This is an optimization exercise on Yosys and OpenROAD, whose aim is small area, a short achievable clock period and few clock cycles per item, not a production implementation. Function was checked by simulation only, so behaviour that the tests miss may differ from the original. Power and IR drop assume default switching activity.

==> flow/design.v (excerpt) <==
module MatrixMultiplier(
input   wire            CLK,
input   wire            NRST,  
input   wire            START,
input   wire    [7:0]   A,
input   wire    [7:0]   B,
output  wire    [16:0]  OUT,
output  wire            OUT_STROBE
);
wire run, done, idle;
FSM U1(.CLK(CLK), .NRST(NRST), .START(START), .RUN(run), .DONE(done), .IDLE(idle));
Accumulator U3(.CLK(CLK), .CLR(idle), .HOLD(done), .A(A), .B(B), .OUT(OUT));
assign OUT_STROBE = done;
endmodule
Size: about 340 cells after synthesis, ~37 I/O pins, roughly 3200 sq um of cells after synthesis.
export LEC_CHECK = 0
export CAP_MARGIN = 20
export CORE_MARGIN = 2
export CORE_UTILIZATION = 70
export SETUP_SLACK_MARGIN = 2.0
export SLEW_MARGIN = 20
export TNS_END_PERCENT = 20
create_clock -name core_clock -period 5.5 [get_ports {CLK}]
standard.sh (not shown) runs the stock make flow with config.mk's settings and CLKGATE_MAP_FILE= SYNTH_SCRIPT=/design/flow/synth_recipe.tcl, a recipe that flattens the netlist after the stock synthesis.
==> flow/flow/run.sh <==
#!/bin/bash
# Standard ORFS layout with these changes:
#  - flow/fapol.py then picks each full adder's polarity (a full adder is self-dual) and
#    swaps single-output gates for their complements, so that few inverters remain between
#    adders; registers and ports are untouched by both;
#  - flow/decomp.py then rebuilds the full adders on the worst paths (by OpenSTA on the
#    netlist) from two XORs and a majority gate, the latest input through one XOR;
#  - the port buffers are buf_1 (sized up by repair as needed) instead of the delay-cell
#    buffer that buffer_ports picks by default.
set -euo pipefail
R=orfs/results/sky130hd/MatrixMultiplier/base
bash standard.sh synth > standard_synth.log 2>&1
cp $R/1_2_yosys.v yosys_netlist_orig.v
python3 flow/unfactor.py yosys_netlist_orig.v netlist_unfactor.v > unfactor.log 2>&1
python3 flow/fapol.py netlist_unfactor.v netlist_fapol.v > fapol.log 2>&1
python3 flow/decomp.py netlist_fapol.v $R/1_2_yosys.v "$FLOW_HOME/platforms/sky130hd" constraint.sdc 52 > decomp.log 2>&1
rm -f $R/1_synth.odb $R/1_synth.sdc
bash standard.sh synth > standard_synth2.log 2>&1
bash standard.sh "BUFFER_PORTS_ARGS=-buffer_cell sky130_fd_sc_hd__buf_1" finish > standard_finish.log 2>&1
Other scripts of this flow, unchanged in this note and not shown: flow/flow/decomp.py, flow/flow/fapol.py, flow/flow/unfactor.py
Testbench counts at the start, summed over its fixed seeds: cycles 4,800, items 2,400.
Next try:
--- a/flow/flow/run.sh
+++ b/flow/flow/run.sh
@@ -15,3 +15,3 @@
 python3 flow/fapol.py netlist_unfactor.v netlist_fapol.v > fapol.log 2>&1
-python3 flow/decomp.py netlist_fapol.v $R/1_2_yosys.v "$FLOW_HOME/platforms/sky130hd" constraint.sdc 52 > decomp.log 2>&1
+python3 flow/decomp.py netlist_fapol.v $R/1_2_yosys.v "$FLOW_HOME/platforms/sky130hd" constraint.sdc 16 > decomp.log 2>&1
 rm -f $R/1_synth.odb $R/1_synth.sdc
--- a/flow/config.mk
+++ b/flow/config.mk
@@ -9,5 +9,4 @@
 export CORE_MARGIN = 2
-export CORE_UTILIZATION = 70
+export CORE_UTILIZATION = 60
 export SETUP_SLACK_MARGIN = 2.0
 export SLEW_MARGIN = 20
-export TNS_END_PERCENT = 20
After rerunning: Routed wire length goes down by about 7%. Clock-buffer cell count shrinks by 1. Via count drops by about 9%. Final area fell by 3.7%. Sequential power hardly moves. Worst setup slack degrades by 0.071 ns. Clock power came out lower by 12%. First-iteration DRC count fell by 12%. Synthesized area drops by about 5%. Flip-flop and latch count is unchanged. Clock skew rose by 0.0036 ns.

* * *

Another version of the RTL of MatrixMultiplier (not shown whole).
Size: about 350 cells after synthesis, roughly 37 I/O pins, roughly 0.0032 mm2 of cells after synthesis.
==> flow/config.mk <==
export PLATFORM = sky130hd
export DESIGN_NAME = MatrixMultiplier
export DESIGN_NICKNAME = MatrixMultiplier
export VERILOG_FILES = /design/flow/design.v
export SDC_FILE = /design/flow/constraint.sdc
export NUM_CORES = 4
export LEC_CHECK = 0
export ABC_AREA = 1
export CAP_MARGIN = 20
export CORE_MARGIN = 2
export CORE_UTILIZATION = 60
export SETUP_SLACK_MARGIN = 2.0
export SLEW_MARGIN = 20
==> flow/constraint.sdc <==
create_clock -name core_clock -period 5.5 [get_ports {CLK}]
set_input_delay 1.1000 -clock core_clock [delete_from_list [all_inputs] [get_ports {CLK}]]
set_output_delay 1.1000 -clock core_clock [all_outputs]
set_load 0.01 [all_outputs]
==> flow/flow/run.sh <==
#!/bin/bash
# Standard ORFS layout with two changes:
#  - after the standard synthesis, flow/fapol.py picks each full adder's polarity (a full
#    adder is self-dual) and swaps single-output gates for their complements, so that few
#    inverters remain between adders; registers are untouched;
#  - the port buffers are buf_1 (sized up by repair as needed) instead of the delay-cell
#    buffer that buffer_ports picks by default.
set -euo pipefail
R=orfs/results/sky130hd/MatrixMultiplier/base
bash standard.sh synth > standard_synth.log 2>&1
cp $R/1_2_yosys.v yosys_netlist_orig.v
python3 flow/fapol.py yosys_netlist_orig.v $R/1_2_yosys.v > fapol.log 2>&1
rm -f $R/1_synth.odb $R/1_synth.sdc
bash standard.sh synth > standard_synth2.log 2>&1
bash standard.sh "BUFFER_PORTS_ARGS=-buffer_cell sky130_fd_sc_hd__buf_1" finish > standard_finish.log 2>&1
Other scripts of this flow, unchanged in this note and not shown: flow/flow/fapol.py
The first run finished clean.
Testbench counts at the start, summed over its fixed seeds: cycles 4,800, items 2,400.
Edit:
- ABC_AREA: 1 -> default
Effect: Via count shrinks by about 11%. Hold slack improved by 0.012 ns. Core utilization shrinks by 0.60 points. Count of clock-buffer cells in the layout shrinks by 1. Worst setup slack improved by 0.048 ns. First-iteration DRC count shrinks by about 20%.
Edit:
- SETUP_SLACK_MARGIN: 2.0 -> 2.3
The changed run produced a clean layout; hold slack degrades by 0.010 ns; total power grows by 4.4%; first-iteration DRC count drops by 35%; routed wire length came out higher by 3.2%; clock power hardly moves; synthesized area is unchanged; final area rose by 7.0%.

-- static timing again, ports no longer ideal --
No port has a modelled driver above. Below, the same layouts with a new extraction and two added sets of constraints. Step 1, drivers: a clkbuf_16 drives CLK and a buf_2 each remaining input, both assumed. Step 2 moves the port delays by t, midway between the first and last clock arrival at a register: inputs arrive t later, outputs are due t later. That takes back most of the time a late clock gives input paths. Three values: ideal ports, drivers, drivers and shift; two values: the first two.
| run | t, ns | setup WS [ns] | worst setup path after step 2 | worst slew at a driven data input, ns | pins driven straight from the clock port |
|---|---|---|---|---|---|
| the first run of note 1 | 0.309 | 2.227 / 2.201 / 2.145 | input to register | 0.03 | 1 |
| the second run of note 1 | 0.305 | 2.156 / 2.156 / 1.910 | input to register | 0.03 | 1 |
| the first run of note 2 | 0.304 | 1.982 / 1.981 / 1.676 | input to register | 0.04 | 1 |
| the second run of note 2 | 0.319 | 2.030 / 2.033 / 1.715 | input to register | 0.03 | 1 |
| the third run of note 2 | 0.319 | 1.972 / 1.974 / 1.655 | input to register | 0.04 | 1 |
After both steps setup and hold are still met in every run listed. For the third run of note 2, which loses most, drivers alone change the setup slack by +0.002 ns; drivers and shift together by -0.317 ns.
